Background: an optimization exercise with open tools, aiming at small area and a short achievable clock period. Do not read the settings as production practice. Where RTL was checked, it was by simulation tests only, not by an equivalence proof against the original. No functional check of the RTL was part of runs 2 to 6. No activity file was given, so power comes from the tool's default toggle rates.

==> design/flow/flow/run.sh <==
#!/bin/bash
# Own layout flow: the standard synthesis, then the combinational logic
# between the registers is mapped again by ABC for area (the registers,
# their names and cell types stay as the standard synthesis made them),
# then the standard layout steps from floorplan to finish.
set -euo pipefail
W=$(pwd)
R=$W/orfs/results/$FLOW_PLATFORM/calc_top/base
YOSYS=yosys
[[ -x $FLOW_HOME/../tools/install/yosys/bin/yosys ]] && YOSYS=$FLOW_HOME/../tools/install/yosys/bin/yosys

bash standard.sh synth > $W/std_synth.log 2>&1
cp $R/1_2_yosys.v $W/std_netlist.v

DONT_USE=$(make -s -C $FLOW_HOME DESIGN_CONFIG=$W/config.mk WORK_HOME=$W/orfs print-DONT_USE_CELLS | sed -n 's/^DONT_USE_CELLS: *//p' | tail -1)
LIB=$(make -s -C $FLOW_HOME DESIGN_CONFIG=$W/config.mk WORK_HOME=$W/orfs print-LIB_FILES | sed -n 's/^LIB_FILES: *//p' | tail -1)
export REMAP_IN=$W/std_netlist.v REMAP_OUT=$W/remap_netlist.v REMAP_LIB="$LIB" REMAP_DONT_USE="$DONT_USE" REMAP_TOP=$FLOW_TOP
$YOSYS -c $W/flow/remap.tcl > $W/remap.log 2>&1
cp $W/remap_netlist.v $R/1_2_yosys.v
rm -f $R/1_synth.odb $R/1_synth.sdc

bash standard.sh BUFFER_PORTS_ARGS="-buffer_cell sky130_fd_sc_hd__buf_2" finish > $W/layout.log 2>&1
==> design/flow/flow/remap.tcl <==
# Map the standard synthesis's combinational logic again, for area.
# Registers are kept as black boxes, so their instances, names and cell
# types are untouched.
yosys -import
set lib [lindex $::env(REMAP_LIB) 0]
read_liberty -ignore_miss_func -ignore_miss_dir $lib
read_verilog $::env(REMAP_IN)
hierarchy -top $::env(REMAP_TOP)
setattr -mod -set blackbox 1 sky130_fd_sc_hd__*df*
flatten
opt_clean -purge
tee -o remap_before.txt stat
set du {}
foreach c $::env(REMAP_DONT_USE) { lappend du -dont_use $c }
abc -liberty $lib {*}$du -script "+strash;ifraig;dc2;irw;dc2;dch,-f;amap;topo;dnsize"
opt_clean -purge
hilomap -singleton -hicell sky130_fd_sc_hd__conb_1 HI -locell sky130_fd_sc_hd__conb_1 LO
setundef -zero
splitnets
opt_clean -purge
insbuf -buf sky130_fd_sc_hd__buf_4 A X
read_liberty -lib -ignore_miss_func -ignore_miss_dir $lib
hierarchy -top $::env(REMAP_TOP)
tee -o remap_stat.txt stat -liberty $lib
check -assert
write_verilog -noattr -nohex -nodec $::env(REMAP_OUT)
==> design/flow/standard.sh <==
#!/bin/bash
# synth_recipe.tcl (not shown) runs the flow's synth.tcl, then flattens the netlist and writes it again
# the make line also repeats each setting of config.mk as NAME=value (left out here)
make -C /OpenROAD-flow-scripts/flow DESIGN_CONFIG=/design/flow/config.mk WORK_HOME=/design/flow/orfs CLKGATE_MAP_FILE= SYNTH_SCRIPT=/design/flow/synth_recipe.tcl "${@:-finish}"
==> design/flow/config.mk <==
export PLATFORM = sky130hd
export DESIGN_NAME = calc_top
export DESIGN_NICKNAME = calc_top
export VERILOG_FILES = /design/flow/design.v
export SDC_FILE = /design/flow/constraint.sdc
export NUM_CORES = 4
export LEC_CHECK = 0
export CAP_MARGIN = 20
export CORE_MARGIN = 2
export CORE_UTILIZATION = 65
export CTS_BUF_LIST = sky130_fd_sc_hd__clkbuf_8
export CTS_CLUSTER_SIZE = 25
export SLEW_MARGIN = 20
==> design/flow/constraint.sdc <==
create_clock -name core_clock -period 28.0 [get_ports {clk}]
set_input_delay 5.6000 -clock core_clock [delete_from_list [all_inputs] [get_ports {clk}]]
set_output_delay 5.6000 -clock core_clock [all_outputs]
set_load 0.01 [all_outputs]
==> design/flow/design.v <==
module fa(
input a,input b,input ci, output s, output co
);
reg s_out,c_out;
always @(*)
begin
s_out=a^b^ci;
c_out=a&b|a&ci|b&ci;
end
assign s=s_out;
assign co=c_out;
endmodule
module add17bit_2sComp(
   input 		     [16:0]		A,
	input 		     [16:0]		B,
	input 		         		ci,
	output		     [16:0]		calculate_out
);
wire [16:0] s;
wire [16:0] co;
fa fa0(A[0],B[0],ci,s[0],co[0]);
fa fa1(A[1],B[1],co[0],s[1],co[1]);
fa fa2(A[2],B[2],co[1],s[2],co[2]);
fa fa3(A[3],B[3],co[2],s[3],co[3]);
fa fa4(A[4],B[4],co[3],s[4],co[4]);
fa fa5(A[5],B[5],co[4],s[5],co[5]);
fa fa6(A[6],B[6],co[5],s[6],co[6]);
fa fa7(A[7],B[7],co[6],s[7],co[7]);
fa fa8(A[8],B[8],co[7],s[8],co[8]);
fa fa9(A[9],B[9],co[8],s[9],co[9]);
fa fa10(A[10],B[10],co[9],s[10],co[10]);
fa fa11(A[11],B[11],co[10],s[11],co[11]);
fa fa12(A[12],B[12],co[11],s[12],co[12]);
fa fa13(A[13],B[13],co[12],s[13],co[13]);
fa fa14(A[14],B[14],co[13],s[14],co[14]);
fa fa15(A[15],B[15],co[14],s[15],co[15]);
fa fa16(A[16],B[16],co[15],s[16],co[16]);
assign calculate_out[16:0]=s;
endmodule 
module add20bit_2sComp(
   input 		     [19:0]		A,
	input 		     [19:0]		B,
	input 		         		ci,
	output		     [19:0]		calculate_out
);
wire [19:0] s;
wire [19:0] co;
fa fa0(A[0],B[0],ci,s[0],co[0]);
fa fa1(A[1],B[1],co[0],s[1],co[1]);
fa fa2(A[2],B[2],co[1],s[2],co[2]);
fa fa3(A[3],B[3],co[2],s[3],co[3]);
fa fa4(A[4],B[4],co[3],s[4],co[4]);
fa fa5(A[5],B[5],co[4],s[5],co[5]);
fa fa6(A[6],B[6],co[5],s[6],co[6]);
fa fa7(A[7],B[7],co[6],s[7],co[7]);
fa fa8(A[8],B[8],co[7],s[8],co[8]);
fa fa9(A[9],B[9],co[8],s[9],co[9]);
fa fa10(A[10],B[10],co[9],s[10],co[10]);
fa fa11(A[11],B[11],co[10],s[11],co[11]);
fa fa12(A[12],B[12],co[11],s[12],co[12]);
fa fa13(A[13],B[13],co[12],s[13],co[13]);
fa fa14(A[14],B[14],co[13],s[14],co[14]);
fa fa15(A[15],B[15],co[14],s[15],co[15]);
fa fa16(A[16],B[16],co[15],s[16],co[16]);
fa fa17(A[17],B[17],co[16],s[17],co[17]);
fa fa18(A[18],B[18],co[17],s[18],co[18]);
fa fa19(A[19],B[19],co[18],s[19],co[19]);
assign calculate_out[19:0]=s;
endmodule 
module bin2bcd
(
	input wire [9:0] bin,
	output wire [3:0] bcd2,bcd1,bcd0,
	output reg neg
);
reg [9:0] abs_bin, rem, ones;
reg [3:0] tens, honds;
always @ (*) begin
	if (bin[9] == 1'b1) 
		begin
		abs_bin = (~bin) + 10'b00_0000_0001;
		neg = 1'b1;
		end
	else 
		begin
		abs_bin = bin;
		neg = 1'b0;
		end
	if (abs_bin >= 10'd500)
		begin
		honds = 4'h5;
		rem = abs_bin - 10'd500; 
		end 
	else if (abs_bin >= 10'd400 && abs_bin < 10'd500)
	   begin
		honds = 4'h4;
		rem = abs_bin - 10'd400;
		end
	else if (abs_bin >= 10'd300 && abs_bin < 10'd400)
	   begin
		honds = 4'h3;
		rem = abs_bin - 10'd300;
		end
	else if (abs_bin >= 10'd200 && abs_bin < 10'd300)
	   begin
		honds = 4'h2;
		rem = abs_bin - 10'd200;
		end
	else if (abs_bin >= 10'd100 && abs_bin < 10'd200)
	   begin
		honds = 4'h1;
		rem = abs_bin - 10'd100;
		end
	else 
	   begin
		honds = 4'h0;
		rem = abs_bin;
		end
	if (rem >= 10'd090)
		begin
		tens = 4'h9;
		ones = rem - 10'd090;
		end
	else if (rem >= 10'd080 && rem < 10'd090)
		begin
		tens = 4'h8;
		ones = rem - 10'd080;
		end
	else if (rem >= 10'd070 && rem < 10'd080)
		begin
		tens = 4'h7;
		ones = rem - 10'd070;
		end
	else if (rem >= 10'd060 && rem < 10'd070)
		begin
		tens = 4'h6;
		ones = rem - 10'd060;
		end
	else if (rem >= 10'd050 && rem < 10'd060)
		begin
		tens = 4'h5;
		ones = rem - 10'd050;
		end
	else if (rem >= 10'd040 && rem < 10'd050)
		begin
		tens = 4'h4;
		ones = rem - 10'd040;
		end
	else if (rem >= 10'd030 && rem < 10'd040)
		begin
		tens = 4'h3;
		ones = rem - 10'd030;
		end
	else if (rem >= 10'd020 && rem < 10'd030)
		begin
		tens = 4'h2;
		ones = rem - 10'd020;
		end
	else if (rem >= 10'd010 && rem < 10'd020)
		begin
		tens = 4'h1;
		ones = rem - 10'd010;
		end
	else 
		begin
		tens = 4'h0;
		ones = rem;
		end
end
assign bcd0 = ones [3:0];
assign bcd1 = tens;
assign bcd2 = honds;
endmodule 
module edge_detection ( 
input clock, 
input input_signal, 
output reg rising_transition
);
reg n; 
wire rising_transition_c;
assign rising_transition_c = ~n & input_signal;
always @(posedge clock) begin 
n                 <= input_signal; 
rising_transition <= rising_transition_c; 
end
endmodule
module cal(
input clk,
input [1:0] KEY,
input [6:2] SW,
input [15:0] smooth_out,
output [1:0] LEDR,
output reg nothing,
output reg [9:0] BCD_in
);
reg enable1;
reg enable2;
reg state_c, state;
reg [15:0] operand1, operand2;
wire [16:0] num1, num2, num3, num4;
wire [16:0] calculate_out1, calculate_out2;
wire load, reset;
wire reset_edge, load_edge;
assign reset = ~KEY[0];
assign load = ~KEY[1];
edge_detection my_edge1(.clock(clk),.input_signal(reset),.rising_transition(reset_edge));
edge_detection my_edge2(.clock(clk),.input_signal(load),.rising_transition(load_edge));
reg [1:0] LED;
assign LEDR[1:0] = LED[1:0];
always @ (*) begin
state_c = state;
LED = 2'b01;
enable1 = 1'b0;
enable2 = 1'b0;
case (state)
1'b0:begin LED = 2'b01; if (load_edge == 1'b1) begin state_c = 1'b1; enable1 = 1'b1; end end
1'b1:begin LED = 2'b10; if (load_edge == 1'b1) begin state_c = 1'b0; enable2 = 1'b1; end end
endcase
if (reset_edge == 1'b1) begin
state_c = 1'b0;
LED = 2'b01;
end
end
always @ (posedge clk) begin
	state <= state_c;
	if (enable1 == 1'b1) begin
		operand1 <= smooth_out;
	end
	if (enable2 == 1'b1) begin
		operand2 <= smooth_out;
   end
end
parameter smooth = 5'b00_001;
parameter operand_1 = 5'b00_010;
parameter operand_2 = 5'b00_100;
parameter add = 5'b01_000;
parameter sub = 5'b10_000;
assign num1 = {operand1[15],operand1};
assign num2 = {operand2[15],operand2};
assign num3 = {operand1[15],operand1};
assign num4 = ~({operand2[15],operand2});
always @ (*) begin
	case (SW[6:2])
	smooth: begin
		BCD_in = smooth_out[9:0];
		nothing = 1'b0;
	end
	operand_1: begin
		BCD_in = operand1[9:0];
		nothing = 1'b0;
	end
	operand_2: begin
		BCD_in = operand2[9:0];
		nothing = 1'b0;
	end
	add: begin
		BCD_in = calculate_out1[9:0];
		nothing = 1'b0;
	end
	sub: begin
		BCD_in = calculate_out2[9:0];
		nothing = 1'b0;
	end
	default: begin
		BCD_in = 10'd0;
		nothing = 1'b1;
	end
	endcase
end
add17bit_2sComp my_add(.A(num1), .B(num2), .ci(1'b0), .calculate_out(calculate_out1));
add17bit_2sComp my_sub(.A(num3), .B(num4), .ci(1'b1), .calculate_out(calculate_out2));
endmodule 
module seg7(
	output		     [7:0]		HEX0,
	output		     [7:0]		HEX1,
	output		     [7:0]		HEX2,
	output		     [7:0]		HEX3,
	output		     [7:0]		HEX4,
	output		     [7:0]		HEX5,
	input                      clk,
	input                      rst,
	input                      nothing,
   input 		     [11:0]		display,
	input                      neg
);
  reg [31:0] out; 
  reg [12:0] count, count_c;  
always @(count or rst) begin
		count_c = count + 13'd1;
		if (count == 13'd4400) begin
		count_c = 13'd0;
		end
		if (rst == 1'b1) begin
		count_c = 13'd0;
		end
end
always @ (posedge clk) begin
	count <= count_c;
end
always @(*) begin
	 case (display [3:0])  
	 4'b0000: begin 
	 out [7:0] = 8'b11000000; 
	 end 
	 4'b0001: begin 
	 out [7:0] = 8'b11111001; 
	 end 
	 4'b0010: begin 
	 out [7:0] = 8'b10100100; 
	 end 
	 4'b0011: begin 
	 out [7:0] = 8'b10110000; 
	 end 
	 4'b0100: begin 
	 out [7:0] = 8'b10011001; 
	 end 
	 4'b0101: begin 
	 out [7:0]= 8'b10010010; 
	 end 
	 4'b0110: begin 
	 out [7:0]= 8'b10000010; 
	 end 
	 4'b0111: begin 
	 out [7:0]= 8'b11111000; 
	 end
	 4'b1000: begin 
	 out [7:0]= 8'b10000000; 
	 end 
	 4'b1001: begin 
	 out [7:0]= 8'b10010000; 
	 end 
	 4'b1010: begin 
	 out [7:0]= 8'b10001000; 
	 end 
	 4'b1011: begin 
	 out [7:0]= 8'b10000011; 
	 end
	 4'b1100: begin 
	 out [7:0]= 8'b11000110; 
	 end 
	 4'b1101: begin 
	 out [7:0]= 8'b10100001; 
	 end 
	 4'b1110: begin 
	 out [7:0]= 8'b10000110; 
	 end 
	 4'b1111: begin 
	 out [7:0]= 8'b10001110; 
	 end
	 default: begin 
	 out [7:0]= 8'b11111111; 
	 end 
	 endcase 
	 case (display [7:4])  
	 4'b0000: begin 
	 out [15:8]= 8'b11000000; 
	 end 
	 4'b0001: begin 
	 out [15:8]= 8'b11111001; 
	 end 
	 4'b0010: begin 
	 out [15:8]= 8'b10100100; 
	 end 
	 4'b0011: begin 
	 out [15:8]= 8'b10110000; 
	 end 
	 4'b0100: begin 
	 out [15:8]= 8'b10011001; 
	 end 
	 4'b0101: begin 
	 out [15:8]= 8'b10010010; 
	 end 
	 4'b0110: begin 
	 out [15:8]= 8'b10000010; 
	 end 
	 4'b0111: begin 
	 out [15:8]= 8'b11111000; 
	 end
	 4'b1000: begin 
	 out [15:8]= 8'b10000000; 
	 end 
	 4'b1001: begin 
	 out [15:8]= 8'b10010000; 
	 end 
	 4'b1010: begin 
	 out [15:8]= 8'b10001000; 
	 end 
	 4'b1011: begin 
	 out [15:8]= 8'b10000011; 
	 end
	 4'b1100: begin 
	 out [15:8]= 8'b11000110; 
	 end 
	 4'b1101: begin 
	 out [15:8]= 8'b10100001; 
	 end 
	 4'b1110: begin 
	 out [15:8]= 8'b10000110; 
	 end 
	 4'b1111: begin 
	 out [15:8]= 8'b10001110; 
	 end
	 default: begin 
	 out [15:8]= 8'b11111111; 
	 end 
	 endcase 
	 case (display [11:8])  
	 4'b0000: begin 
	 out [23:16]= 8'b11000000; 
	 end 
	 4'b0001: begin 
	 out [23:16]= 8'b11111001; 
	 end 
	 4'b0010: begin 
	 out [23:16]= 8'b10100100; 
	 end 
	 4'b0011: begin 
	 out [23:16]= 8'b10110000; 
	 end 
	 4'b0100: begin 
	 out [23:16]= 8'b10011001; 
	 end 
	 4'b0101: begin 
	 out [23:16]= 8'b10010010; 
	 end 
	 4'b0110: begin 
	 out [23:16]= 8'b10000010; 
	 end 
	 4'b0111: begin 
	 out [23:16]= 8'b11111000; 
	 end
	 4'b1000: begin 
	 out [23:16]= 8'b10000000; 
	 end 
	 4'b1001: begin 
	 out [23:16]= 8'b10010000; 
	 end 
	 4'b1010: begin 
	 out [23:16]= 8'b10001000; 
	 end 
	 4'b1011: begin 
	 out [23:16]= 8'b10000011; 
	 end
	 4'b1100: begin 
	 out [23:16]= 8'b11000110; 
	 end 
	 4'b1101: begin 
	 out [23:16]= 8'b10100001; 
	 end 
	 4'b1110: begin 
	 out [23:16]= 8'b10000110; 
	 end 
	 4'b1111: begin 
	 out [23:16]= 8'b10001110; 
	 end
	 default: begin 
	 out [23:16]= 8'b11111111; 
	 end 
	 endcase 
	 case (neg)
	 1'b1: begin
	 out [31:24]= 8'b10111111;
	 end
	 default: begin 
	 out [31:24]= 8'b11111111; 
	 end 
	 endcase
    if (nothing == 1'b1) begin 
	 if (count <= 13'd2200) begin
	 out [7:0] = 8'b1011_1111;
	 out[15:8] = 8'b1011_1111;
	 out[23:16] = 8'b1011_1111; 
	 out[31:24] = 8'b1011_1111;
	 end 
	 else begin
	 out [7:0] = 8'b1111_1111;
	 out[15:8] = 8'b1111_1111;
	 out[23:16] = 8'b1111_1111; 
	 out[31:24] = 8'b1111_1111;
	 end
	 end
 end 
assign HEX0[7:0]=out[7:0];
assign HEX1[7:0]=out[15:8];
assign HEX2[7:0]=out[23:16];
assign HEX3[7:0]=out[31:24];
assign HEX4[7:0]= 8'b11111111;
assign HEX5[7:0]= 8'b11111111;
endmodule
module smooth_filter(
input clk,
input reset,
input [15:0] in,
input [1:0] SW,
output [15:0] out
);
reg [6:0] count, count_c;
wire en;
always @(reset or count) begin
	if (reset == 1'b1) begin
		count_c = 7'd0;
	end
	else begin
		count_c = count + 7'd1;
	end
end
assign en = (count == 7'd99);
reg [15:0] r1, r2, r3, r4, r5, r6, r7, r8, r9, r10, r11, r12, r13, r14, r15, r16;
always @ (posedge clk) begin
	count <= count_c;
	if (en == 1'b1) begin
		r1 <= in;
		r2 <= r1;
		r3 <= r2;
		r4 <= r3;
		r5 <= r4;
		r6 <= r5;
		r7 <= r6;
		r8 <= r7;
		r9 <= r8;
		r10 <= r9;
		r11 <= r10;
		r12 <= r11;
		r13 <= r12;
		r14 <= r13;
		r15 <= r14;
		r16 <= r15;
	end
end
reg [19:0] sum;
wire [19:0] num1, num2, num3, num4, num5, num6, num7, num8;
wire [19:0] num9, num10, num11, num12, num13, num14, num15, num16;
wire ci=1'b0;
wire [19:0] calculate_out1, calculate_out2, calculate_out3, calculate_out4,
            calculate_out5, calculate_out6, calculate_out7, calculate_out8,
				calculate_out9, calculate_out10, calculate_out11, calculate_out12,
				calculate_out13, calculate_out14, calculate_out15;
assign num1 = {{4{r1[15]}},r1};
assign num2 = {{4{r2[15]}},r2};
assign num3 = {{4{r3[15]}},r3};
assign num4 = {{4{r4[15]}},r4};
assign num5 = {{4{r5[15]}},r5};
assign num6 = {{4{r6[15]}},r6};
assign num7 = {{4{r7[15]}},r7};
assign num8 = {{4{r8[15]}},r8};
assign num9 = {{4{r9[15]}},r9};
assign num10 = {{4{r10[15]}},r10};
assign num11 = {{4{r11[15]}},r11};
assign num12 = {{4{r12[15]}},r12};
assign num13 = {{4{r13[15]}},r13};
assign num14 = {{4{r14[15]}},r14};
assign num15 = {{4{r15[15]}},r15};
assign num16 = {{4{r16[15]}},r16};
always @(*) begin
	sum = num1;
	case (SW[1:0]) 
	2'b00:begin 
		sum = num1;
	end
	2'b01:begin
		sum = calculate_out1;
		sum = sum >> 1; 
	end
	2'b10:begin
		sum = calculate_out3;
		sum = sum >> 2;  
	end
	2'b11:begin
		sum = calculate_out15;
		sum = sum >> 4;  
	end
	endcase 
end
assign out = sum[15:0];
add20bit_2sComp my_adder1 (.A(num1),.B(num2),.ci(ci),.calculate_out(calculate_out1));
add20bit_2sComp my_adder2 (.A(calculate_out1),.B(num3),.ci(ci),.calculate_out(calculate_out2));
add20bit_2sComp my_adder3(.A(calculate_out2),.B(num4),.ci(ci),.calculate_out(calculate_out3));
add20bit_2sComp my_adder4(.A(calculate_out3),.B(num5),.ci(ci),.calculate_out(calculate_out4));
add20bit_2sComp my_adder5 (.A(calculate_out4),.B(num6),.ci(ci),.calculate_out(calculate_out5));
add20bit_2sComp my_adder6(.A(calculate_out5),.B(num7),.ci(ci),.calculate_out(calculate_out6));
add20bit_2sComp my_adder7(.A(calculate_out6),.B(num8),.ci(ci),.calculate_out(calculate_out7));
add20bit_2sComp my_adder8 (.A(calculate_out7),.B(num9),.ci(ci),.calculate_out(calculate_out8));
add20bit_2sComp my_adder9(.A(calculate_out8),.B(num10),.ci(ci),.calculate_out(calculate_out9));
add20bit_2sComp my_adder10(.A(calculate_out9),.B(num11),.ci(ci),.calculate_out(calculate_out10));
add20bit_2sComp my_adder11(.A(calculate_out10),.B(num12),.ci(ci),.calculate_out(calculate_out11));
add20bit_2sComp my_adder12(.A(calculate_out11),.B(num13),.ci(ci),.calculate_out(calculate_out12));
add20bit_2sComp my_adder13(.A(calculate_out12),.B(num14),.ci(ci),.calculate_out(calculate_out13));
add20bit_2sComp my_adder14(.A(calculate_out13),.B(num15),.ci(ci),.calculate_out(calculate_out14));
add20bit_2sComp my_adder15(.A(calculate_out14),.B(num16),.ci(ci),.calculate_out(calculate_out15));
endmodule 
module calc_top (
   input              clk,
   input              rst,
   input      [15:0]  data_x,
   input      [1:0]   KEY,
   input      [6:0]   SW,
   output     [7:0]   HEX0,
   output     [7:0]   HEX1,
   output     [7:0]   HEX2,
   output     [7:0]   HEX3,
   output     [7:0]   HEX4,
   output     [7:0]   HEX5,
   output     [1:0]   LEDR
   );
reg [6:0] cnt;
wire strobe = (cnt == 7'd99);
always @(posedge clk) cnt <= rst ? 7'd0 : cnt + 7'd1;
reg [13:0] n1;                  
reg [14*15-1:0] ring;           
reg [3:0]  q;                   
reg        pend;                
reg        acc;                 
reg [13:0] sa;                  
reg [11:0] sb;                  
reg [9:0]  f2, f4, f16;         
wire ins = pend & (q == 4'd0);
wire [13:0] tail = ring[14*15-1:14*14];
always @(posedge clk) begin
   ring <= {ring[14*14-1:0], ins ? n1 : tail};
   if (!ins) q <= (q == 4'd14) ? 4'd0 : q + 4'd1;
   pend <= strobe | (pend & ~ins);
   acc  <= ins | (acc & (q != 4'd14));
   sa <= ins ? 14'd0 : sa + (acc ? tail : 14'd0);
   sb <= ins ? 12'd0 : sb + ((acc && q >= 4'd12) ? tail[11:0] : 12'd0);
   if (strobe) begin
      n1  <= data_x[13:0];
      f2  <= (data_x[10:0] + n1[10:0]) >> 1;
      f4  <= (data_x[11:0] + sb) >> 2;
      f16 <= (data_x[13:0] + sa) >> 4;
   end
end
reg [9:0] f;
always @(*) begin
   case (SW[1:0])
   2'b00: f = n1[9:0];
   2'b01: f = f2;
   2'b10: f = f4;
   default: f = f16;
   endcase
end
reg kn0, kn1, reset_edge, load_edge, state;
reg [9:0] op1, op2;
always @(posedge clk) begin
   kn0 <= ~KEY[0];
   kn1 <= ~KEY[1];
   reset_edge <= ~KEY[0] & ~kn0;
   load_edge  <= ~KEY[1] & ~kn1;
   if (reset_edge) state <= 1'b0;
   else if (load_edge) state <= ~state;
   if (load_edge & ~state) op1 <= f;
   if (load_edge &  state) op2 <= f;
end
assign LEDR = (reset_edge | ~state) ? 2'b01 : 2'b10;
wire [9:0] sum_v = op1 + op2;
wire [9:0] dif_v = op1 - op2;
reg [9:0] v;
reg nothing;
always @(*) begin
   nothing = 1'b0;
   case (SW[6:2])
   5'b00001: v = f;
   5'b00010: v = op1;
   5'b00100: v = op2;
   5'b01000: v = sum_v;
   5'b10000: v = dif_v;
   default: begin v = 10'd0; nothing = 1'b1; end
   endcase
end
wire neg = v[9];
wire [9:0] a = neg ? -v : v;
reg [2:0] h;
reg [6:0] r;
always @(*) begin
   if (a >= 10'd500)      begin h = 3'd5; r = a - 10'd500; end
   else if (a >= 10'd400) begin h = 3'd4; r = a - 10'd400; end
   else if (a >= 10'd300) begin h = 3'd3; r = a - 10'd300; end
   else if (a >= 10'd200) begin h = 3'd2; r = a - 10'd200; end
   else if (a >= 10'd100) begin h = 3'd1; r = a - 10'd100; end
   else                   begin h = 3'd0; r = a[6:0]; end
end
wire [3:0] t = r / 7'd10;
wire [3:0] o = r % 7'd10;
function [6:0] seg;
   input [3:0] d;
   case (d)
   4'd0: seg = 7'h40;
   4'd1: seg = 7'h79;
   4'd2: seg = 7'h24;
   4'd3: seg = 7'h30;
   4'd4: seg = 7'h19;
   4'd5: seg = 7'h12;
   4'd6: seg = 7'h02;
   4'd7: seg = 7'h78;
   4'd8: seg = 7'h00;
   default: seg = 7'h10;
   endcase
endfunction
reg [12:0] bcnt;
always @(posedge clk) bcnt <= (rst || bcnt == 13'd4400) ? 13'd0 : bcnt + 13'd1;
wire dash = (bcnt <= 13'd2200);
wire [6:0] blank = dash ? 7'h3f : 7'h7f;
assign HEX0 = {1'b1, nothing ? blank : seg(o)};
assign HEX1 = {1'b1, nothing ? blank : seg(t)};
assign HEX2 = {1'b1, nothing ? blank : seg({1'b0, h})};
assign HEX3 = {1'b1, nothing ? blank : (neg ? 7'h3f : 7'h7f)};
assign HEX4 = 8'hff;
assign HEX5 = 8'hff;
endmodule
==> results of run 1 <==
report_power, final:
group,total [mW],internal (mW),switching [mW]
Sequential,0.539,0.519,0.0201
Clock,0.385,0.210,0.175
Combinational,0.207,0.0760,0.131
state kept, by name, indices dropped and copies added, names as in the netlist, 7 cells and up:
| name | flops |
|---|---|
| sb | 12 |
| n1 | 14 |
| ring | 210 |
| cnt | 7 |
| bcnt | 13 |
| op1 | 10 |
| f16 | 10 |
| op2 | 10 |
| sa | 14 |
| f2 | 10 |
| f4 | 10 |
metrics by stage:
| stage | total power, mW | utilization (%) |
|---|---|---|
| finish | 1.13 | 74.4 |
| global route | 1.19 | 74.4 |
| floorplan | 0.703 | - |
| global placement | 0.744 | 68.8 |
| CTS | 1.14 | 74.4 |
| detailed placement | 0.751 | 68.8 |
per-layer routing:
layer  share of wire, %  vias to the layer above
met5                  0                        -
met1                 45                     3952
li1                   -                     4446
met3                5.8                       58
met2                 47                      261
met4                2.8                        0
cells in the final DEF, fill, tap and decap left out, drive strengths merged, types with 3 or more instances in the layout:
master / instances
o21ai: 87
dfxtp: 263
clkinv: 125
a22oi: 33
and2: 12
o22a: 4
inv: 19
edfxtp: 68
nor2: 211
a21oi: 73
nand2: 93
o31ai: 4
nor3: 29
o21a: 35
o32ai: 11
or2: 12
a31oi: 9
o22ai: 29
conb: 26
nor4: 7
nand3: 6
buf: 56
clkbuf: 59
or3: 4
nor3b: 5
o21bai: 4
o211ai: 3
a222oi: 5
nor2b: 9
a211oi: 24
o221ai: 3
how the worst max path moves through the flow:
| stage | from | endpoint | slack [ps] |
|---|---|---|---|
| detailed placement | SW[2] | HEX0[3] | 8110 |
| global placement | SW[2] | HEX0[3] | 8000 |
| finish | SW[2] | HEX0[3] | 7920 |
| global route | SW[4] | HEX0[3] | 6900 |
| floorplan | SW[4] | HEX0[3] | 9140 |
| CTS | SW[2] | HEX0[3] | 8090 |
cell type report:
class,count,area (sq um),area share (%)
Sequential cell,331,7310,55.1
Multi-Input combinational cell,759,3930,29.6
Clock buffer,59,812,6.12
Inverter,119,447,3.37
Clock inverter,28,185,1.40
Tap cell,229,287,2.16
Timing Repair Buffer,56,300,2.26
==> impl_results.md, run 1 <==
* Least-Margin Pin Slew at 1050 ps
* Fill cells at 1231
* DR WL/cell at 14.6 microns
* Critical path class: in2out
* Initial cell density of the core at 66.0%
* Met2 Track Usage GR at 40.4%
* R2R Setup Slk at 23350 ps
* Delay-heaviest family, CP: simple AND/OR/NAND/NOR gates
* Design area at 0.0133 sq mm
* Fin. Hold Viols at 0
* Fin cells at 1581
* Port buffer count at 48
* Hold Crit Depth at 0
* Worst endpoint required time at 22400 ps
* CORE AREA at 0.0178 sq mm
* Average size of a mapped cell at 9.73 sq um
* Crit path launch type: input port
* Slowest-stage cell, CP: nor3_1
* Worst vdd ir at 0.0659 mV
* Most Frequent Cell on Critical Path: clkinv_1
* Final setup vio count at 0
* Max Fclk at 49.8 MHz
* Hold Path Origin: ring[75]
* Width of the die at 139 microns
* Crit-path max cell delay at 590 ps
* Kind of end point of the critical path: output port
* Tcrit/Tclk final at 71.7%
* DRC violations left at 0
* Gr ovfl total at 0
* Max-slew headroom at 29.8%
* Die Height at 139 microns
* Vias in the first global route at 8273
* Initial antenna violation count at 0
* Post-CTS Hold Buffers at 0
* RR Endpoint: sa[13]
* Largest net degree at the start of global routing at 46
* First-pass GRT wire length at 38500 microns
* CP Depth at 42
* TNS Setup at 0 ps
* Max-slew violation count at 0
* Max-cap violations at 0
* Detailed-route via count at 8717
* GPL Wtd Cong at 0.900
* Maximum clock path buffer count at 3
* Rows at 49
* IO Pins at 77
* Post-layout min period at 20080 ps
* Post-CTS Resized at 0
* Clk sinks at 331
* Post-route ant nets at 0
* Fraction of layout cells with a size suffix above 1 at 9.47%
* Worst slack at placement at 8110 ps
* Placement Cell Area at 0.0123 sq mm
* CTS tree: built
* CTS buffer count at 47
* Worst path bufs/invs at 10
* Outcome: no timing/DRC/antenna violations
* Crit path DAT at 14480 ps
* Area grow syn2layout at 12.7%
* Cells after DPL at 1494
* Final #Nets at 1341
* Gr usage total at 24.2%
* Worst hold slack at 313 ps
* R2r worst-path depth at 23
* Syn Inst Count at 1210
* Unrepaired setup endpoints after global routing: no
* Post-Syn Area at 0.0118 sq mm
* Routed WL at 23000 microns
* Leak pwr at 5.08 nW
* Drt pass-1 iters at 5
* Setup Skew at 43.2 ps
* Die area at 0.0192 sq mm
* Post-CTS Repair Setup Buffers at 0
* Clk slew on worst S/H paths at 70 ps
* Latest clock arrival within the worst-skew pair at 570 ps
* # H-tree levels at 2
* Antenna diodes at 0
* Initial detailed-routing violation count at 475
* Met1 Use GR at 31.5%
* Pwr/cell area at 85.2 mW/mm^2
* Top Usage Layer GRT: met2
* Final WS setup at 7920 ps
* RR Startpoint: acc
* CTS Root Cell: clkbuf_8
* Grt met3 use at 4.56%
* Routed vias/inst at 5.51
* Hold Path Class: reg2reg
* Hold EP: ring[89]
* Dpl hpwl at 15500 microns
* YS warnings at 1
* Crit Path Max Fanout at 12
==> run 2, diff against run 1 <==
--- a/design/flow/design.v
+++ b/design/flow/design.v
@@ -614,18 +614,23 @@
 reg [11:0] sb;                  
 reg [9:0]  f2, f4, f16;         
-wire ins = pend & (q == 4'd0);
+wire q_first = (q == 4'b0001);
+wire q_last  = (q == 4'b1000);  
+wire q_b     = (q == 4'b1110) | (q == 4'b1100) | q_last;    
+wire ins = pend & q_first;
 wire [13:0] tail = ring[14*15-1:14*14];
+wire [13:0] sa_sum = sa + (strobe ? data_x[13:0] : acc ? tail : 14'd0);
+wire [11:0] sb_sum = sb + (strobe ? data_x[11:0] : (acc & q_b) ? tail[11:0] : 12'd0);
 always @(posedge clk) begin
    ring <= {ring[14*14-1:0], ins ? n1 : tail};
-   if (!ins) q <= (q == 4'd14) ? 4'd0 : q + 4'd1;
+   if (!ins) q <= {q[2:0], q[3] ^ q[2] | q == 4'd0};
    pend <= strobe | (pend & ~ins);
-   acc  <= ins | (acc & (q != 4'd14));
-   sa <= ins ? 14'd0 : sa + (acc ? tail : 14'd0);
-   sb <= ins ? 12'd0 : sb + ((acc && q >= 4'd12) ? tail[11:0] : 12'd0);
+   acc  <= ins | (acc & ~q_last);
+   sa <= ins ? 14'd0 : sa_sum;
+   sb <= ins ? 12'd0 : sb_sum;
    if (strobe) begin
       n1  <= data_x[13:0];
       f2  <= (data_x[10:0] + n1[10:0]) >> 1;
-      f4  <= (data_x[11:0] + sb) >> 2;
-      f16 <= (data_x[13:0] + sa) >> 4;
+      f4  <= sb_sum[11:2];
+      f16 <= sa_sum[13:4];
    end
 end
--- a/design/flow/config.mk
+++ b/design/flow/config.mk
@@ -9,5 +9,6 @@
 export CORE_MARGIN = 2
 export CORE_UTILIZATION = 65
-export CTS_BUF_LIST = sky130_fd_sc_hd__clkbuf_8
-export CTS_CLUSTER_SIZE = 25
+export CTS_BUF_LIST = sky130_fd_sc_hd__clkbuf_16
+export CTS_CLUSTER_DIAMETER = 60
+export CTS_CLUSTER_SIZE = 30
 export SLEW_MARGIN = 20
==> run 2 against run 1 <==
Flip-flop and latch count unchanged; utilization decreased by 2.0 points; critical path depth decreased by 3; clock skew increased by 0.67 ps.
==> impl_results.md, run 2 <==
* DRC violations left at 0
* Fraction of layout cells with a size suffix above 1 at 6.49%
* GPL Wtd Cong at 0.899
* Tcrit/Tclk final at 72.6%
* Hold Crit Depth at 0
* Dpl hpwl at 15000 microns
* Gr usage total at 24.5%
* Fin. Hold Viols at 0
* DR WL/cell at 15.4 microns
* CTS Root Cell: clkbuf_16
* Most frequent cells in the layout: dfxtp_1, nor2_1, clkinv_1
* Power after layout at 0.882 mW
* YS warnings at 1
* R2R Setup Slk at 21940 ps
* Most Frequent Cell on Critical Path: clkinv_1
* IO Pins at 77
* Placement Cell Area at 0.0119 sq mm
* Slowest-stage cell, CP: a222oi_1
* Crit path launch type: input port
* Routed WL at 22600 microns
* Pwr/cell area at 70.5 mW/mm^2
* # H-tree levels at 1
* Max-slew headroom at 28.5%
* Final setup vio count at 0
* Post-Syn Area at 0.0115 sq mm
* Worst vdd ir at 0.0716 mV
* Outcome: no timing/DRC/antenna violations
* Clk slew on worst S/H paths at 100 ps
* Critical path class: in2out
* Unrepaired setup endpoints after global routing: no
* Area grow syn2layout at 9.27%
* Hold Path Class: reg2reg
* Max-cap violations at 0
* Maximum clock path buffer count at 3
* Latest clock arrival within the worst-skew pair at 520 ps
* Crit path DAT at 14720 ps
* Die area at 0.0187 sq mm
* Design area at 0.0125 sq mm
* Leak pwr at 4.68 nW
* Detailed-route via count at 8133
* Clk sinks at 331
* Initial detailed-routing violation count at 627
* RR Endpoint: sa[13]
* Largest Register: ring
* Initial antenna violation count at 2
* Post-CTS Resized at 0
* Top flop regs: ring x210, n1 x14, sa x14
* Post-route ant nets at 0
* Width of the die at 137 microns
* Worst slack at placement at 7940 ps
* Max-slew violation count at 0
* Final #Nets at 1265
* Crit-path max cell delay at 730 ps
* Crit Path Max Fanout at 20
* CORE AREA at 0.0173 sq mm
* Post-CTS Repair Setup Buffers at 0
* Worst path bufs/invs at 11
* CTS tree: built
* Final WS setup at 7680 ps
* Setup Skew at 43.9 ps
* Gr ovfl total at 0
* Commonest non-fill, non-tap cell in the layout: dfxtp_1
* Hold EP: ring[190]
* Average size of a mapped cell at 9.84 sq um
* Rows at 48
* CTS buffer count at 17
* Routed vias/inst at 5.52
* Util after Layout at 72.4%
* Max Fclk at 49.2 MHz
* CP Depth at 39
* Max FFs per register at 210
* Vias in the first global route at 7662
* First-pass GRT wire length at 36300 microns
* Post-CTS Hold Buffers at 0
* TNS Setup at 0 ps
* Least-Margin Pin Slew at 1070 ps
* Port buffer count at 48
* Post-layout min period at 20320 ps
* Delay-heaviest family, CP: compound AO/OA/AOI/OAI gates
* Drt pass-1 iters at 5
* Hold Path Origin: ring[176]
* Worst endpoint required time at 22400 ps
* RR Startpoint: cnt[0]
* Kind of end point of the critical path: output port
* Syn Inst Count at 1165
* R2r worst-path depth at 29
* Die Height at 137 microns
* Largest net degree at the start of global routing at 50
* Initial cell density of the core at 66.3%
## run 2: worst register-to-register path: cells and delay by family (launching register included)
kind            cells  cell delay (ps)
buf+inv             2             1310
flops               1              380
compound gates      8             1410
simple gates       19             2910
## run 2: report_power, final
group	total [mW]	switching, mW	internal, mW
Sequential	0.499	0.00552	0.494
Combinational	0.0983	0.0676	0.0307
Clock	0.285	0.158	0.127
Total	0.882	0.232	0.651
## run 2: area by class of cell
class                           instances  area, sq um
Multi-Input combinational cell        701         3570
Antenna cell                            1         2.50
Fill cell                            1264         4770
Tap cell                              225          282
Clock buffer                           18          450
Sequential cell                       331         7310
Timing Repair Buffer                   55          293
Clock inverter                         11          126
Inverter                              132          495
## run 2: how the worst max path moves through the flow
stage,start,end
after floorplan,SW[2],HEX0[0]
after CTS,SW[0],HEX0[3]
final,SW[0],HEX0[3]
after global placement,SW[0],HEX0[3]
after detailed placement,SW[0],HEX0[3]
after global routing,SW[2],HEX0[3]
## run 2: metal layers
metal | routed length [microns] | track usage, %
met5 | 0 | 0
met4 | 410 | 6.24
met3 | 1200 | 3.15
met2 | 10900 | 42.2
met1 | 10100 | 33.0
## run 2: metrics by stage
step | instances | hold WS (ps)
3_3_place_gp | 1444 | 310
5_1_grt | 1473 | 325
2_1_floorplan | 1190 | 310
3_5_place_dp | 1444 | 312
4_1_cts | 1473 | 323
6_report | 1474 | 313
==> run 3, diff against run 2 <==
--- a/design/flow/flow/run.sh
+++ b/design/flow/flow/run.sh
@@ -20,3 +20,3 @@
 rm -f $R/1_synth.odb $R/1_synth.sdc
 
-bash standard.sh BUFFER_PORTS_ARGS="-buffer_cell sky130_fd_sc_hd__buf_2" finish > $W/layout.log 2>&1
+bash standard.sh SETUP_SLACK_MARGIN=10 BUFFER_PORTS_ARGS="-buffer_cell sky130_fd_sc_hd__buf_2" finish > $W/layout.log 2>&1
==> run 3 against run 2 <==
Still clean; sequential power about the same; utilization increased by 4.4 points; hold slack improved by 15 ps; area after synthesis unchanged; via count increased by 3.1%; wire length increased by 4.2%; combinational power increased by 33%; power increased by 2.8%; final cell count increased by 3.3%; critical path depth increased by 7; critical endpoint is now HEX0[6].
==> impl_results.md, run 3 <==
* Top flop regs: ring x210, n1 x14, sa x14
* Initial detailed-routing violation count at 609
* First-pass GRT wire length at 36700 microns
* CORE AREA at 0.0173 sq mm
* Final setup vio count at 0
* Final #Nets at 1313
* Power after layout at 0.907 mW
* IO Pins at 77
* Largest Register: ring
* RR Startpoint: cnt[0]
* GPL Wtd Cong at 0.923
* Most Frequent Cell on Critical Path: nor2_2
* Most frequent cells in the layout: dfxtp_1, nor2_1, clkinv_1
* Max-cap violations at 0
* Drt pass-1 iters at 5
* Crit Path Max Fanout at 6
* Maximum clock path buffer count at 3
* Post-route ant nets at 0
* Initial antenna violation count at 0
* Delay-heaviest family, CP: compound AO/OA/AOI/OAI gates
* Fin cells at 1522
* Metal2 WL at 11200 microns
* Leak pwr at 5.01 nW
* Cells after DPL at 1444
* Die Height at 137 microns
* Hold Path Class: reg2reg
* Fraction of layout cells with a size suffix above 1 at 16.4%
* Sw power at 0.245 mW
* Worst hold slack at 327 ps
* Tcrit/Tclk final at 63.3%
* Rows at 48
* Average size of a mapped cell at 9.84 sq um
* YS warnings at 1
* R2r worst-path depth at 29
* Hold Crit Depth at 0
* Wire length on met3 at 1210 microns
* DRC violations left at 0
* DR WL/cell at 15.5 microns
* Initial cell density of the core at 66.3%
* Post-Syn Area at 0.0115 sq mm
* Clk sinks at 331
* Outcome: no timing/DRC/antenna violations
* Sw frac at 27.1%
* Crit-path max cell delay at 370 ps
* Unrepaired setup endpoints after global routing: no
* CP Launch Point: SW[4]
* Slowest-stage cell, CP: o41ai_2
* Vias in the first global route at 7729
* Worst vdd ir at 0.0693 mV
* Max Fclk at 56.5 MHz
* TNS Setup at 0 ps
* Dpl hpwl at 14600 microns
* Gr usage total at 24.7%
* CTS Root Cell: clkbuf_16
* Clock power frac at 30.5%
* # H-tree levels at 1
* Setup Skew at 18.4 ps
* Fin. Hold Viols at 0
* Crit path DAT at 12110 ps
* Area grow syn2layout at 15.9%
* Largest net degree at the start of global routing at 50
* CTS tree: built
* CTS buffer count at 17
* Post-layout min period at 17710 ps
* Latest clock arrival within the worst-skew pair at 510 ps
* Max FFs per register at 210
* Gr ovfl total at 0
* Width of the die at 137 microns
* Antenna diodes at 0
* Internal power at 0.662 mW
* Die area at 0.0187 sq mm
* Kind of end point of the critical path: output port
* Syn Inst Count at 1165
* Flop pwr share at 55.1%
* Crit path launch type: input port
* Util after Layout at 76.8%
* Post-route met1 wirelength at 10600 microns
* Worst path bufs/invs at 11
* Critical path class: in2out
* Least-Margin Pin Slew at 1170 ps
* Max layer used: met4
* Combinational Power Share at 14.4%
* Clk slew on worst S/H paths at 100 ps
* Worst endpoint required time at 22400 ps
* Max-slew violation count at 0
* Commonest non-fill, non-tap cell in the layout: dfxtp_1
* Detailed-route via count at 8384
* Max-slew headroom at 21.6%
* CP Depth at 46
* Pwr/cell area at 68.3 mW/mm^2
* Routed WL at 23600 microns
* Port buffer count at 48
* Hold Path Origin: ring[31]
* Routed vias/inst at 5.51
run 3: timing repair:
item | CTS | global route
pin swaps | 8 | 28
hold buffers | 0 | 0
setup endpoints to repair | 14 | 14
resized for setup | 58 | 77
buffers inserted | 12 | 35
gates cloned | 1 | 0
run 3: power by group through the flow:
stage	clock (mW)	sequential [mW]	combinational, mW
final	0.277	0.499	0.131
after global routing	0.298	0.500	0.143
after CTS	0.282	0.499	0.108
after detailed placement	0	0.510	0.0955
after global placement	0	0.509	0.0939
after floorplan	0	0.508	0.0720
run 3: metal layers:
metal  track usage (%)  vias to the layer above
met1              33.3                     3894
li1                  -                     4212
met3              3.33                       52
met5                 0                        -
met2              41.8                      226
met4              7.62                        0
run 3: worst register-to-register path, delay by kind of cell, from the launching register on:
kind | cells | cell delay (ps)
compound gates | 8 | 1500
simple gates | 19 | 2850
flops | 1 | 390
buf+inv | 2 | 1260
run 3: area by class of cell:
class	instances	area (sq um)
Fill cell	1137	4020
Inverter	132	523
Sequential cell	331	7310
Tap cell	225	282
Multi-Input combinational cell	702	3960
Clock buffer	17	425
Clock inverter	13	133
Timing Repair Buffer	102	648
run 3: per-stage QoR:
| stage | cell area (sq um) | setup slack, ps |
|---|---|---|
| final | 13300 | 10290 |
| after global routing | 13300 | 9840 |
| after CTS | 12800 | 9980 |
| after detailed placement | 11900 | 8230 |
| after global placement | 11900 | 8160 |
| after floorplan | 11600 | 10040 |
run 3: final timing paths:
kind,end,slack [ps]
setup reg to reg,sa[13],21910
setup / recovery,HEX0[6],10290
hold / removal,ring[45],330
hold reg to reg,ring[45],330
==> run 4, diff against run 3 <==
--- a/design/flow/flow/run.sh
+++ b/design/flow/flow/run.sh
@@ -20,3 +20,3 @@
 rm -f $R/1_synth.odb $R/1_synth.sdc
 
-bash standard.sh SETUP_SLACK_MARGIN=10 BUFFER_PORTS_ARGS="-buffer_cell sky130_fd_sc_hd__buf_2" finish > $W/layout.log 2>&1
+bash standard.sh SETUP_SLACK_MARGIN=16 BUFFER_PORTS_ARGS="-buffer_cell sky130_fd_sc_hd__buf_2" finish > $W/layout.log 2>&1
==> run 4 against run 3 <==
Still clean; register-to-register slack is essentially flat; sequential share of layout area is 3.7 points lower; hold slack worse by 3.2 ps; final area up 7.2%; synthesized cell count is the same; clock power is 12% higher; global-route usage increased by 1.9 points; die area is the same; final cell count is 3.4% higher; via count grew 6.2%; first-iteration DRC count increased by 0.99%; critical path type unchanged; critical endpoint is now HEX1[3]; largest cell class unchanged.
==> impl_results.md, run 4 <==
* Antenna diodes at 0
* DRC violations left at 0
* Latest clock arrival within the worst-skew pair at 530 ps
* First-pass GRT wire length at 39400 microns
* Maximum clock path buffer count at 3
* CORE AREA at 0.0173 sq mm
* Drt pass-1 iters at 5
* Kind of end point of the critical path: output port
* Vias in the first global route at 8411
* Most Frequent Cell on Critical Path: nor2_4
* Routed vias/inst at 5.66
* Post-layout min period at 17680 ps
* Final WS setup at 10320 ps
* Final setup vio count at 0
* Worst endpoint required time at 22400 ps
* Die area at 0.0187 sq mm
* Max-slew headroom at 32.9%
* Initial antenna violation count at 0
* Crit path DAT at 12080 ps
* Initial detailed-routing violation count at 615
* Syn Inst Count at 1165
* Largest net degree at the start of global routing at 50
* Worst slack at placement at 9180 ps
* Clk sinks at 331
* Tcrit/Tclk final at 63.1%
* Largest Register: ring
* Setup Skew at 44.8 ps
* Slowest-stage cell, CP: a222oi_1
* GPL Wtd Cong at 0.851
* CTS tree: built
* Post-route ant nets at 0
* Port buffer count at 48
* Hold Path Class: reg2reg
* Fraction of layout cells with a size suffix above 1 at 24.1%
* Top flop regs: ring x210, n1 x14, sa x14
* DR WL/cell at 17.1 microns
* Outcome: no timing/DRC/antenna violations
* Max Fclk at 56.6 MHz
* Post-Syn Area at 0.0115 sq mm
* Unrepaired setup endpoints after global routing: yes
* Worst vdd ir at 0.0638 mV
* YS warnings at 1
* Die Height at 137 microns
* Max-cap violations at 0
* Width of the die at 137 microns
* Detailed-route via count at 8907
* Fin. Hold Viols at 0
* Delay-heaviest family, CP: compound AO/OA/AOI/OAI gates
* Rows at 48
* Initial cell density of the core at 66.3%
* CTS buffer count at 19
* Placement Cell Area at 0.0122 sq mm
* Design area at 0.0142 sq mm
* CTS Root Cell: clkbuf_16
* Commonest non-fill, non-tap cell in the layout: dfxtp_1
* Crit Path Max Fanout at 6
* IO Pins at 77
* TNS Setup at 0 ps
* Clk slew on worst S/H paths at 110 ps
* Pwr/cell area at 69.0 mW/mm^2
* Dpl hpwl at 15400 microns
* Average size of a mapped cell at 9.84 sq um
* Area grow syn2layout at 24.2%
* Cells after DPL at 1445
* Crit path launch type: input port
* Max-slew violation count at 0
* Most frequent cells in the layout: dfxtp_1, nor2_1, clkinv_1
* # H-tree levels at 1
* Gr usage total at 26.6%
* Power after layout at 0.982 mW
* Routed WL at 27000 microns
* Util after Layout at 82.3%
* Critical path class: in2out
* Max FFs per register at 210
* Worst path bufs/invs at 15
* Fin cells at 1573
* Leak pwr at 5.41 nW
* Least-Margin Pin Slew at 1000 ps
* Crit-path max cell delay at 320 ps
* Gr ovfl total at 0
* Worst hold slack at 324 ps
* Final #Nets at 1362
run 4: area by class of cell:
| cell class | instances | area (sq um) |
|---|---|---|
| inverters | 132 | 572 |
| multi-input cells | 701 | 4300 |
| clock buffers | 19 | 475 |
| repair buffers | 150 | 1100 |
| well taps | 225 | 282 |
| clock inverters | 15 | 200 |
| flip-flops and latches | 331 | 7310 |
| fillers | 981 | 3060 |
run 4: report_power, final:
part	internal (mW)	leakage [nW]	switching (mW)	total, mW
Clock	0.138	0.337	0.171	0.309
Sequential	0.494	2.77	0.00618	0.500
Combinational	0.0685	2.30	0.105	0.173
Total	0.700	5.41	0.282	0.982
run 4: routing by layer:
| metal | global-route usage [%] | wire, microns |
|---|---|---|
| met2 | 48.1 | 13600 |
| met3 | 3.33 | 1340 |
| met4 | 9.79 | 1100 |
| met5 | 0 | 0 |
| met1 | 32.5 | 10900 |
run 4: worst paths after layout:
check / startpoint / to / slack (ps) / cells past startpoint
setup / recovery: SW[3] / HEX1[3] / 10320 / 50
hold / removal: ring[22] / ring[36] / 320 / 0
setup reg to reg: cnt[0] / sa[13] / 21900 / 29
hold reg to reg: ring[22] / ring[36] / 320 / 0
run 4: what timing repair did:
item,4_1_cts,5_1_grt
pin swaps,46,38
hold buffers,0,0
hold endpoints to repair,0,0
setup endpoints to repair,22,22
setup buffers,68,26
resized for setup,105,78
==> run 5, diff against run 4 <==
--- a/design/flow/flow/run.sh
+++ b/design/flow/flow/run.sh
@@ -20,3 +20,3 @@
 rm -f $R/1_synth.odb $R/1_synth.sdc
 
-bash standard.sh SETUP_SLACK_MARGIN=16 BUFFER_PORTS_ARGS="-buffer_cell sky130_fd_sc_hd__buf_2" finish > $W/layout.log 2>&1
+bash standard.sh SETUP_SLACK_MARGIN=13 BUFFER_PORTS_ARGS="-buffer_cell sky130_fd_sc_hd__buf_2" finish > $W/layout.log 2>&1
==> run 5 against run 4 <==
Global-route usage is 0.36 points lower; hold slack better by 7.3 ps; worst setup slack better by 72 ps; synthesized cell count stayed put; sequential share of layout area hardly changed; combinational power is 5% higher; flip-flop and latch count stayed put; wire length is 3.0% higher; critical path type unchanged; highest routed layer unchanged.
==> impl_results.md, run 5 <==
* Most Frequent Cell on Critical Path: nor2_4
* Max-cap violations at 0
* Leak pwr at 5.43 nW
* Gr ovfl total at 0
* Routed WL at 27800 microns
* Most frequent cells in the layout: dfxtp_1, nor2_1, clkinv_1
* DRC violations left at 0
* Average size of a mapped cell at 9.84 sq um
* Dpl hpwl at 14800 microns
* Outcome: no timing/DRC/antenna violations
* Vias in the first global route at 8308
* Fill cells at 929
* Routed vias/inst at 5.77
* Max-slew violation count at 0
* Max-slew headroom at 31.0%
* Latest clock arrival within the worst-skew pair at 520 ps
* Area grow syn2layout at 24.1%
* Drt pass-1 iters at 5
* Crit Path Max Fanout at 9
* TNS Setup at 0 ps
* Setup Skew at 30.0 ps
* Hold Path Class: reg2reg
* Clk sinks at 331
* Gr usage total at 26.2%
* Least-Margin Pin Slew at 1030 ps
* Post-route ant nets at 0
* Crit path DAT at 12010 ps
* Top flop regs: ring x210, n1 x14, sa x14
* Commonest non-fill, non-tap cell in the layout: dfxtp_1
* CTS buffer count at 17
* Unrepaired setup endpoints after global routing: yes
* Initial cell density of the core at 66.3%
* First-pass GRT wire length at 38900 microns
* Worst endpoint required time at 22400 ps
* Slowest-stage cell, CP: o211ai_1
* Final #Nets at 1372
* IO Pins at 77
* Max FFs per register at 210
* Post-layout min period at 17610 ps
* Largest net degree at the start of global routing at 50
* Detailed-route via count at 9131
* Post-Syn Area at 0.0115 sq mm
* Initial antenna violation count at 1
* Maximum clock path buffer count at 3
* Power after layout at 0.959 mW
* DR WL/cell at 17.6 microns
* Critical path class: in2out
* CTS Root Cell: clkbuf_16
* Fraction of layout cells with a size suffix above 1 at 24.6%
* Largest Register: ring
* Kind of end point of the critical path: output port
* YS warnings at 1
* Die Height at 137 microns
* Fin. Hold Viols at 0
* Clk slew on worst S/H paths at 110 ps
* # H-tree levels at 1
* CTS tree: built
* GPL Wtd Cong at 0.891
* Initial detailed-routing violation count at 853
* Crit-path max cell delay at 360 ps
* Port buffer count at 48
* Rows at 48
* Die area at 0.0187 sq mm
* CORE AREA at 0.0173 sq mm
* Pwr/cell area at 67.4 mW/mm^2
* Final setup vio count at 0
* Max Fclk at 56.8 MHz
* Tcrit/Tclk final at 62.9%
* Worst vdd ir at 0.0791 mV
* Syn Inst Count at 1165
* Width of the die at 137 microns
* Crit path launch type: input port
run 5: power by group:
group	switching, mW	leakage [nW]	internal (mW)
registers	0.00566	2.77	0.494
clock network	0.158	0.292	0.120
logic	0.111	2.37	0.0704
run 5: layout make-up:
| cell class | count | area [sq um] | area share, % |
|---|---|---|---|
| Antenna cell | 1 | 2.50 | 0.0176 |
| Clock buffer | 17 | 425 | 2.99 |
| Clock inverter | 13 | 141 | 0.994 |
| Inverter | 132 | 566 | 3.98 |
| Multi-Input combinational cell | 702 | 4320 | 30.4 |
| Sequential cell | 331 | 7310 | 51.4 |
| Tap cell | 225 | 282 | 1.98 |
| Timing Repair Buffer | 161 | 1180 | 8.33 |
run 5: worst max-delay path: cells and delay by family:
family | cells | cell delay (ps)
compound gates | 20 | 3150
buf+inv | 11 | 1580
simple gates | 14 | 1660
run 5: final timing paths:
path | start | endpoint | slack, ps | depth (start not counted)
hold / removal | ring[175] | ring[189] | 330 | 0
setup reg to reg | cnt[6] | sa[13] | 21890 | 29
hold reg to reg | ring[175] | ring[189] | 330 | 0
setup / recovery | SW[3] | HEX0[6] | 10390 | 45
run 5: timing repair:
action	in CTS	in global routing
buffers inserted	72	33
gates resized for setup	113	76
endpoints found under the setup margin	21	22
hold buffers	0	0
gates cloned	1	0
pin swaps	46	46
run 5: layer usage:
layer / vias to the layer above / share of wire, % / global-route usage, % / routed length [microns]
li1: 4351 / - / - / -
met1: 4237 / 40 / 32.3 / 11000
met2: 426 / 49 / 45.6 / 13600
met3: 117 / 7.1 / 3.89 / 1960
met4: 0 / 4.2 / 12.0 / 1170
met5: - / 0 / 0 / 0
run 5: stage by stage:
step / hold slack [ps] / worst slack [ps] / cells / utilization, % / instance area, sq um
floorplan: 310 / 11140 / 1190 / - / 11800
global placement: 310 / 9340 / 1445 / 70.4 / 12200
detailed placement: 312 / 9360 / 1445 / 70.4 / 12200
CTS: 330 / 10740 / 1548 / 79.2 / 13700
global route: 326 / 9900 / 1581 / 82.2 / 14200
finish: 331 / 10390 / 1582 / 82.2 / 14200
==> run 6, diff against run 5 <==
--- a/design/flow/design.v
+++ b/design/flow/design.v
@@ -604,6 +604,7 @@
    );
 reg [6:0] cnt;
-wire strobe = (cnt == 7'd99);
-always @(posedge clk) cnt <= rst ? 7'd0 : cnt + 7'd1;
+wire strobe = (cnt == 7'd46);
+always @(posedge clk)
+   cnt <= rst ? 7'd0 : {cnt[5:0], cnt[6] ^ cnt[5] ^ (cnt[5:0] == 6'd0)};
 reg [13:0] n1;                  
 reg [14*15-1:0] ring;           
@@ -673,17 +674,19 @@
 end
 wire neg = v[9];
-wire [9:0] a = neg ? -v : v;
-reg [2:0] h;
-reg [6:0] r;
-always @(*) begin
-   if (a >= 10'd500)      begin h = 3'd5; r = a - 10'd500; end
-   else if (a >= 10'd400) begin h = 3'd4; r = a - 10'd400; end
-   else if (a >= 10'd300) begin h = 3'd3; r = a - 10'd300; end
-   else if (a >= 10'd200) begin h = 3'd2; r = a - 10'd200; end
-   else if (a >= 10'd100) begin h = 3'd1; r = a - 10'd100; end
-   else                   begin h = 3'd0; r = a[6:0]; end
-end
-wire [3:0] t = r / 7'd10;
-wire [3:0] o = r % 7'd10;
+wire [8:0] m = v[8:0];
+wire g1 = neg ? (m <= 9'd412) : (m >= 9'd100);
+wire g2 = neg ? (m <= 9'd312) : (m >= 9'd200);
+wire g3 = neg ? (m <= 9'd212) : (m >= 9'd300);
+wire g4 = neg ? (m <= 9'd112) : (m >= 9'd400);
+wire g5 = neg ? (m <= 9'd12)  : (m >= 9'd500);
+wire [2:0] h = g5 ? 3'd5 : g4 ? 3'd4 : g3 ? 3'd3 : g2 ? 3'd2 : g1 ? 3'd1 : 3'd0;
+wire [6:0] u = m[6:0] ^ {7{neg}};
+wire [6:0] k = (neg ? 7'd1 : 7'd0) - (g5 ? 7'd116 : g4 ? 7'd16 : g3 ? 7'd44 : g2 ? 7'd72 : g1 ? 7'd100 : 7'd0);
+wire [6:0] r = u + k;
+wire t1 = r >= 7'd10, t2 = r >= 7'd20, t3 = r >= 7'd30, t4 = r >= 7'd40, t5 = r >= 7'd50,
+     t6 = r >= 7'd60, t7 = r >= 7'd70, t8 = r >= 7'd80, t9 = r >= 7'd90;
+wire [3:0] t = t9 ? 4'd9 : t8 ? 4'd8 : t7 ? 4'd7 : t6 ? 4'd6 : t5 ? 4'd5 :
+               t4 ? 4'd4 : t3 ? 4'd3 : t2 ? 4'd2 : t1 ? 4'd1 : 4'd0;
+wire [3:0] o = r[3:0] - {t[2:0], 1'b0} - {t[0], 3'b0};    
 function [6:0] seg;
    input [3:0] d;
@@ -701,7 +704,12 @@
    endcase
 endfunction
-reg [12:0] bcnt;
-always @(posedge clk) bcnt <= (rst || bcnt == 13'd4400) ? 13'd0 : bcnt + 13'd1;
-wire dash = (bcnt <= 13'd2200);
+reg        dash;
+reg [11:0] bk;
+wire bk_end = dash ? (bk == 12'd2371) : (bk == 12'd3233);
+always @(posedge clk) begin
+   if (rst) dash <= 1'b1;
+   else if (bk_end) dash <= ~dash;
+   bk <= (rst | bk_end) ? 12'd0 : {bk[10:0], ~(bk[11] ^ bk[10] ^ bk[9] ^ bk[3])};
+end
 wire [6:0] blank = dash ? 7'h3f : 7'h7f;
 assign HEX0 = {1'b1, nothing ? blank : seg(o)};
--- a/design/flow/flow/run.sh
+++ b/design/flow/flow/run.sh
@@ -20,3 +20,3 @@
 rm -f $R/1_synth.odb $R/1_synth.sdc
 
-bash standard.sh SETUP_SLACK_MARGIN=13 BUFFER_PORTS_ARGS="-buffer_cell sky130_fd_sc_hd__buf_2" finish > $W/layout.log 2>&1
+bash standard.sh SETUP_SLACK_MARGIN=10 BUFFER_PORTS_ARGS="-buffer_cell sky130_fd_sc_hd__buf_2" finish > $W/layout.log 2>&1
==> run 6 against run 5 <==
Utilization shrank 1.3 points; global-route usage down 0.72 points; area after synthesis fell by 2.0%; critical endpoint is now HEX0[5]; via count decreased by 1.4%.
==> impl_results.md, run 6 <==
* Critical path class: in2out
* # H-tree levels at 1
* Commonest non-fill, non-tap cell in the layout: dfxtp_1
* Post-route ant nets at 0
* GPL Wtd Cong at 0.842
* Crit path launch type: input port
* Average size of a mapped cell at 10.0 sq um
* Gr ovfl total at 0
* Most frequent cells in the layout: dfxtp_1, nor2_1, buf_4
* Largest net degree at the start of global routing at 40
* Width of the die at 135 microns
* DRC violations left at 0
* Initial cell density of the core at 65.6%
* R2R Setup Slk at 22530 ps
* Tcrit/Tclk final at 66.9%
* Flop pwr share at 44.8%
* Drt pass-1 iters at 5
* Least-Margin Pin Slew at 1270 ps
* Port buffer count at 48
* CORE AREA at 0.0171 sq mm
* Sw frac at 31.9%
* Crit path DAT at 13150 ps
* Worst endpoint required time at 22400 ps
* Unrepaired setup endpoints after global routing: yes
* Crit-path max cell delay at 1010 ps
* IO Pins at 77
* RR Endpoint: sa[13]
* Syn Inst Count at 1120
* Initial antenna violation count at 1
* Vias in the first global route at 7874
* CTS buffer count at 17
* Max-slew violation count at 0
* Max-slew headroom at 14.5%
* Outcome: no timing/DRC/antenna violations
* Combinational Power Share at 29.4%
* First-pass GRT wire length at 37300 microns
* Kind of end point of the critical path: output port
* Routed WL at 28500 microns
* Fin. Hold Viols at 0
* YS warnings at 1
* Hold Path Class: reg2reg
* Final #Nets at 1333
* R2r worst-path depth at 33
* Clk slew on worst S/H paths at 100 ps
* Post-layout min period at 18750 ps
* Internal power at 0.748 mW
* Fin cells at 1540
* Latest clock arrival within the worst-skew pair at 510 ps
* TNS Setup at 0 ps
* Routed vias/inst at 5.85
* CTS Root Cell: clkbuf_16
* CTS tree: built
* Largest Register: ring
* Top flop regs: ring x210, n1 x14, sa x14
* Hold EP: ring[152]
* Dpl hpwl at 13900 microns
* RR Startpoint: cnt[2]
* DR WL/cell at 18.5 microns
* Max Fclk at 53.3 MHz
* Clk sinks at 331
* Gr usage total at 25.5%
* Max FFs per register at 210
* Rows at 48
* Worst vdd ir at 0.0731 mV
* Hold Crit Depth at 0
* Detailed-route via count at 9006
* Setup Skew at 27.4 ps
* Leak pwr at 5.46 nW
* Pwr/cell area at 79.3 mW/mm^2
* Worst slack at placement at 8590 ps
* Sw power at 0.351 mW
* Die Height at 135 microns
* Final setup vio count at 0
* Slowest-stage cell, CP: o31ai_1
* Crit Path Max Fanout at 8
* Max-cap violations at 0
* Fraction of layout cells with a size suffix above 1 at 23.5%
* Die area at 0.0183 sq mm
* Most Frequent Cell on Critical Path: buf_4
* Antenna diodes at 0
* Cells after DPL at 1400
* Area grow syn2layout at 23.3%
* Initial detailed-routing violation count at 763
* Final WS setup at 9250 ps
* Fill cells at 970
* Clock power frac at 25.8%
* Maximum clock path buffer count at 3
* Post-Syn Area at 0.0112 sq mm
* Hold Path Origin: ring[138]
==> run 6: timing repair <==
| action | CTS | global route |
|---|---|---|
| resized for setup | 89 | 101 |
| hold buffers | 0 | 0 |
| endpoints found under the hold margin | 0 | 0 |
| buffers inserted | 81 | 31 |
| endpoints found under the setup margin | 14 | 14 |
| pin swaps | 31 | 52 |
==> run 6: worst max-delay path: cells and delay by family <==
| family | cells | cell delay (ps) |
|---|---|---|
| buffers and inverters | 23 | 2550 |
| AO/OA/AOI/OAI | 12 | 2570 |
| AND/OR/NAND/NOR | 15 | 2370 |
==> run 6: how the worst max path moves through the flow <==
stage | from | endpoint | cells past startpoint
CTS | SW[2] | HEX0[0] | 56
global placement | SW[3] | HEX0[5] | 51
detailed placement | SW[2] | HEX0[3] | 53
global route | SW[3] | HEX0[0] | 53
finish | SW[3] | HEX0[5] | 50
floorplan | SW[3] | HEX0[3] | 53
==> run 6: through the flow <==
step                cell area [sq um]  hold WS (ps)  util (%)  total power [mW]
floorplan                       11400           310         -             0.601
global placement                11800           310      68.9             0.626
detailed placement              11800           312      68.9             0.628
CTS                             13300           329      77.5             0.986
global route                    13900           324      80.9              1.13
finish                          13900           329      80.9              1.10
==> run 6: power by group through the flow <==
stage | registers (mW) | logic (mW) | clock network [mW]
after CTS | 0.492 | 0.209 | 0.286
after global routing | 0.493 | 0.333 | 0.301
after detailed placement | 0.503 | 0.126 | 0
after floorplan | 0.502 | 0.0992 | 0
after global placement | 0.502 | 0.124 | 0
final | 0.492 | 0.323 | 0.284
==> run 6: layout make-up <==
type                            instances  area (sq um)  share of cell area, %
Sequential cell                       331          7310                   52.7
Multi-Input combinational cell        666          3980                   28.7
Timing Repair Buffer                  168          1220                   8.79
Inverter                              122           498                   3.59
Clock buffer                           18           450                   3.25
Tap cell                              225           282                   2.03
Clock inverter                         10           121                  0.876
==> run 6: layer usage <==
metal | track usage, % | share of wire [%]
met4 | 8.68 | 5.5
met5 | 0 | 0
met3 | 3.97 | 8.1
met2 | 44.6 | 48
met1 | 32.5 | 39

afterwards: timing with drivers on the ports:
How much do the figures lean on ideal ports? The routed layouts below were timed once more, with nothing changed but the port constraints.
Step 1 sets driving cells, clkbuf_16 on the clock port and buf_2 on the other inputs (assumed; they add their load-dependent delay and slew).
Step 2 adds t to the input delays and takes it off the output delays; t is the mean of the earliest and latest rising clock arrival at the registers after step 1. Input paths then give back, and output paths get back, about the clock's delay inside the block.
a / b / c = ideal ports / drivers / drivers and shift; a / b = the first two.
| run | t, ns | setup WS [ns] | hold WS [ns] | worst data-port slew with drivers (ns) | cell pins on the clock port's net |
|---|---|---|---|---|---|
| run 1 | 0.590 | 7.917 / 7.896 / 7.896 | 0.313 / 0.313 / 0.313 | 0.08 | 1 |
| run 2 | 0.545 | 7.678 / 7.654 / 7.654 | 0.313 / 0.313 / 0.313 | 0.05 | 1 |
| run 3 | 0.554 | 10.286 / 10.262 / 10.262 | 0.327 / 0.327 / 0.327 | 0.05 | 1 |
| run 4 | 0.552 | 10.318 / 10.279 / 10.279 | 0.324 / 0.324 / 0.324 | 0.06 | 1 |
| run 5 | 0.546 | 10.390 / 10.350 / 10.350 | 0.331 / 0.331 / 0.331 | 0.05 | 1 |
| run 6 | 0.542 | 9.255 / 9.215 / 9.215 | 0.329 / 0.329 / 0.329 | 0.05 | 1 |
After both steps setup and hold are still met in every run listed.
